This is an optimization exercise on Yosys and OpenROAD, whose aim is small area and a short achievable clock period, not a production implementation.
Only simulation tests tie the RTL to the original design; equivalence was not proved.
The flow treats the clock pin as an ideal source. Dropping or thinning the clock tree relies on that and would not hold on a real chip.
No activity file was given, so power comes from the tool's default toggle rates.

Design fifo, start of the top module:
module fifo (
    clK,
    fifo_WR,
    fifo_IN,
    fifo_RD,
    fifo_OUT,
    rsT,
    statuS
    );
Size in the first run: ~1,700 cells after synthesis, about 38 I/O pins, roughly 19,000 um^2 of cells after synthesis.
Settings: LEC_CHECK=0, CAP_MARGIN=20, CORE_MARGIN=2, CORE_UTILIZATION=70, SETUP_SLACK_MARGIN=1.55, SLEW_MARGIN=20, SYNTH_HIERARCHICAL=1; clock period 3.0 ns.
standard.sh (not shown) runs the stock make flow with config.mk's settings and CLKGATE_MAP_FILE= SYNTH_SCRIPT=/design/flow/synth_recipe.tcl, a recipe that flattens the netlist after the stock synthesis.
==> flow/flow/run.sh <==
#!/bin/bash
# Layout flow: the standard flow (standard.sh), except that the clock
# tree is the fixed two-stage tree of flow/clocktree.tcl (clock port -> one
# clkbuf_16 per quadrant -> one clkbuf_16 per cluster of about 23
# flip-flops) instead of TritonCTS's three-stage tree. flow/pre_cts.tcl puts
# it in place of clock_tree_synthesis inside ORFS's CTS step. The
# read-pointer flip-flops (Read_Sel_n) hang on the root buffers, one stage
# earlier than the rest: useful skew for the read mux paths they start.
# Port buffers are buf_2 instead of the delay buffer buffer_ports picks.
set -euo pipefail
W=$(pwd)
export PRE_CTS_TCL="$W/flow/pre_cts.tcl"
export BUFFER_PORTS_ARGS="-buffer_cell sky130_fd_sc_hd__buf_2"
bash standard.sh PRE_CTS_TCL="$PRE_CTS_TCL" BUFFER_PORTS_ARGS="$BUFFER_PORTS_ARGS" finish > "$W/standard_flow.log" 2>&1
==> flow/flow/pre_cts.tcl <==
# Sourced by ORFS's cts.tcl before it calls clock_tree_synthesis: replaces
# that command with a fixed two-stage clock tree (clocktree.tcl). Everything
# else in the CTS step (legalisation, timing repair) runs as usual.
source [file join [file dirname [info script]] clocktree.tcl]
rename clock_tree_synthesis tritoncts_clock_tree_synthesis
proc clock_tree_synthesis {args} {
  build_tree 2 3 sky130_fd_sc_hd__clkbuf_16 sky130_fd_sc_hd__clkbuf_16 {Read_Sel_n*}
  catch {global_connect}
  set_propagated_clock [all_clocks]
}
Other scripts of this flow, unchanged in this note and not shown: flow/flow/clocktree.tcl
Rerun with:
--- a/flow/flow/pre_cts.tcl
+++ b/flow/flow/pre_cts.tcl
@@ -5,5 +5,5 @@
 rename clock_tree_synthesis tritoncts_clock_tree_synthesis
 proc clock_tree_synthesis {args} {
-  build_tree 2 3 sky130_fd_sc_hd__clkbuf_16 sky130_fd_sc_hd__clkbuf_16 {Read_Sel_n*}
+  build_tree 2 3 sky130_fd_sc_hd__clkbuf_16 sky130_fd_sc_hd__clkbuf_16
   catch {global_connect}
   set_propagated_clock [all_clocks]
--- a/flow/config.mk
+++ b/flow/config.mk
@@ -9,5 +9,5 @@
 export CORE_MARGIN = 2
 export CORE_UTILIZATION = 70
-export SETUP_SLACK_MARGIN = 1.55
+export SETUP_SLACK_MARGIN = 1.6
 export SLEW_MARGIN = 20
 export SYNTH_HIERARCHICAL = 1
Effect:
- The changed run produced a clean layout
- power rises slightly
- maximum frequency shrinks by roughly a tenth
- clock skew decreases by 0.19 ns
- hold slack gets better by 0.0050 ns
- combinational power rises by a quarter to a third
Rerun with:
--- a/flow/flow/run.sh
+++ b/flow/flow/run.sh
@@ -2,6 +2,6 @@
 # Layout flow: the standard flow (standard.sh), except that the clock
 # tree is the fixed two-stage tree of flow/clocktree.tcl (clock port -> one
-# clkbuf_16 per quadrant -> one clkbuf_16 per cluster of about 23
-# flip-flops) instead of TritonCTS's three-stage tree. flow/pre_cts.tcl puts
+# clkbuf_16 per quadrant -> one clkbuf_8 per strip of about 16 flip-flops)
+# instead of TritonCTS's three-stage tree. flow/pre_cts.tcl puts
 # it in place of clock_tree_synthesis inside ORFS's CTS step. The
 # read-pointer flip-flops (Read_Sel_n) hang on the root buffers, one stage
--- a/flow/flow/pre_cts.tcl
+++ b/flow/flow/pre_cts.tcl
@@ -5,5 +5,5 @@
 rename clock_tree_synthesis tritoncts_clock_tree_synthesis
 proc clock_tree_synthesis {args} {
-  build_tree 2 3 sky130_fd_sc_hd__clkbuf_16 sky130_fd_sc_hd__clkbuf_16
+  build_tree 1 8 sky130_fd_sc_hd__clkbuf_16 sky130_fd_sc_hd__clkbuf_8 {Read_Sel_n*}
   catch {global_connect}
   set_propagated_clock [all_clocks]
--- a/flow/config.mk
+++ b/flow/config.mk
@@ -8,6 +8,6 @@
 export CAP_MARGIN = 20
 export CORE_MARGIN = 2
-export CORE_UTILIZATION = 70
-export SETUP_SLACK_MARGIN = 1.6
+export CORE_UTILIZATION = 75
+export SETUP_SLACK_MARGIN = 1.55
 export SLEW_MARGIN = 20
 export SYNTH_HIERARCHICAL = 1
Effect: Synthesized cell count is unchanged; core utilization rose by 1.4 points; final area went down by a few percent; via count went down by a few percent; die area went down by a few percent; hold slack stays flat; power goes down by a few percent; combinational power drops by about a fifth; worst setup slack gains 0.11 ns; sequential cell count is unchanged; area after synthesis is unchanged.
Rerun with:
--- a/flow/config.mk
+++ b/flow/config.mk
@@ -8,5 +8,5 @@
 export CAP_MARGIN = 20
 export CORE_MARGIN = 2
-export CORE_UTILIZATION = 75
+export CORE_UTILIZATION = 65
 export SETUP_SLACK_MARGIN = 1.55
 export SLEW_MARGIN = 20
- The new run passed the timing, DRC and antenna checks
- via count shrinks by 3.5%
- sequential share of layout area fell by 0.30 points
- hold slack gets worse by 0.0032 ns
- synthesized area does not change
- worst setup slack is better by 0.024 ns
- maximum frequency goes up by 1.6%
Rerun with:
--- a/flow/config.mk
+++ b/flow/config.mk
@@ -8,6 +8,6 @@
 export CAP_MARGIN = 20
 export CORE_MARGIN = 2
-export CORE_UTILIZATION = 65
-export SETUP_SLACK_MARGIN = 1.55
+export CORE_UTILIZATION = 75
+export SETUP_SLACK_MARGIN = 1.6
 export SLEW_MARGIN = 20
 export SYNTH_HIERARCHICAL = 1
First-iteration DRC count goes up by 78%.
Routed wire length goes up by 2.6%.
Total power barely changes.
Setup slack improves by 0.022 ns.
Maximum frequency goes up by 1.5%.
Clock power hardly moves.
Global-route usage goes up by 6.1 points.
No run of this note takes its clock network from TritonCTS; it comes from the design's own scripts or RTL.

## re-timing with driven ports
How much do the figures lean on ideal ports? The routed layouts below were timed once more, with nothing changed but the port constraints. Step 1 assumes that a clkbuf_16 drives the clock port and a buf_2 every other input. Step 2 moves the port delays by t, midway between the first and last clock arrival at a register: inputs arrive t later, outputs are due t later. That takes back most of the time a late clock gives input paths. a / b / c = ideal / step 1 / step 2; a / b = the first two.
run	shift t [ns]	setup WS [ns]	slew at the worst register clock pin (ns)	worst slew at a driven data input, ns	cell pins on the clock port's net
the first run	0.387	1.526 / 1.455 / 1.270	0.13 / 0.13	0.03	4
the second run	0.455	1.360 / 1.360 / 1.084	0.10 / 0.10	0.05	4
the third run	0.375	1.469 / 1.448 / 1.240	0.11 / 0.11	0.04	4
the fourth run	0.382	1.493 / 1.462 / 1.253	0.11 / 0.11	0.06	4
the fifth run	0.374	1.515 / 1.450 / 1.256	0.11 / 0.11	0.08	4
After both steps setup and hold are still met in every run listed. The setup slack of the second run, which loses most, moves by 0.000 ns with the drivers and by -0.276 ns with both steps.
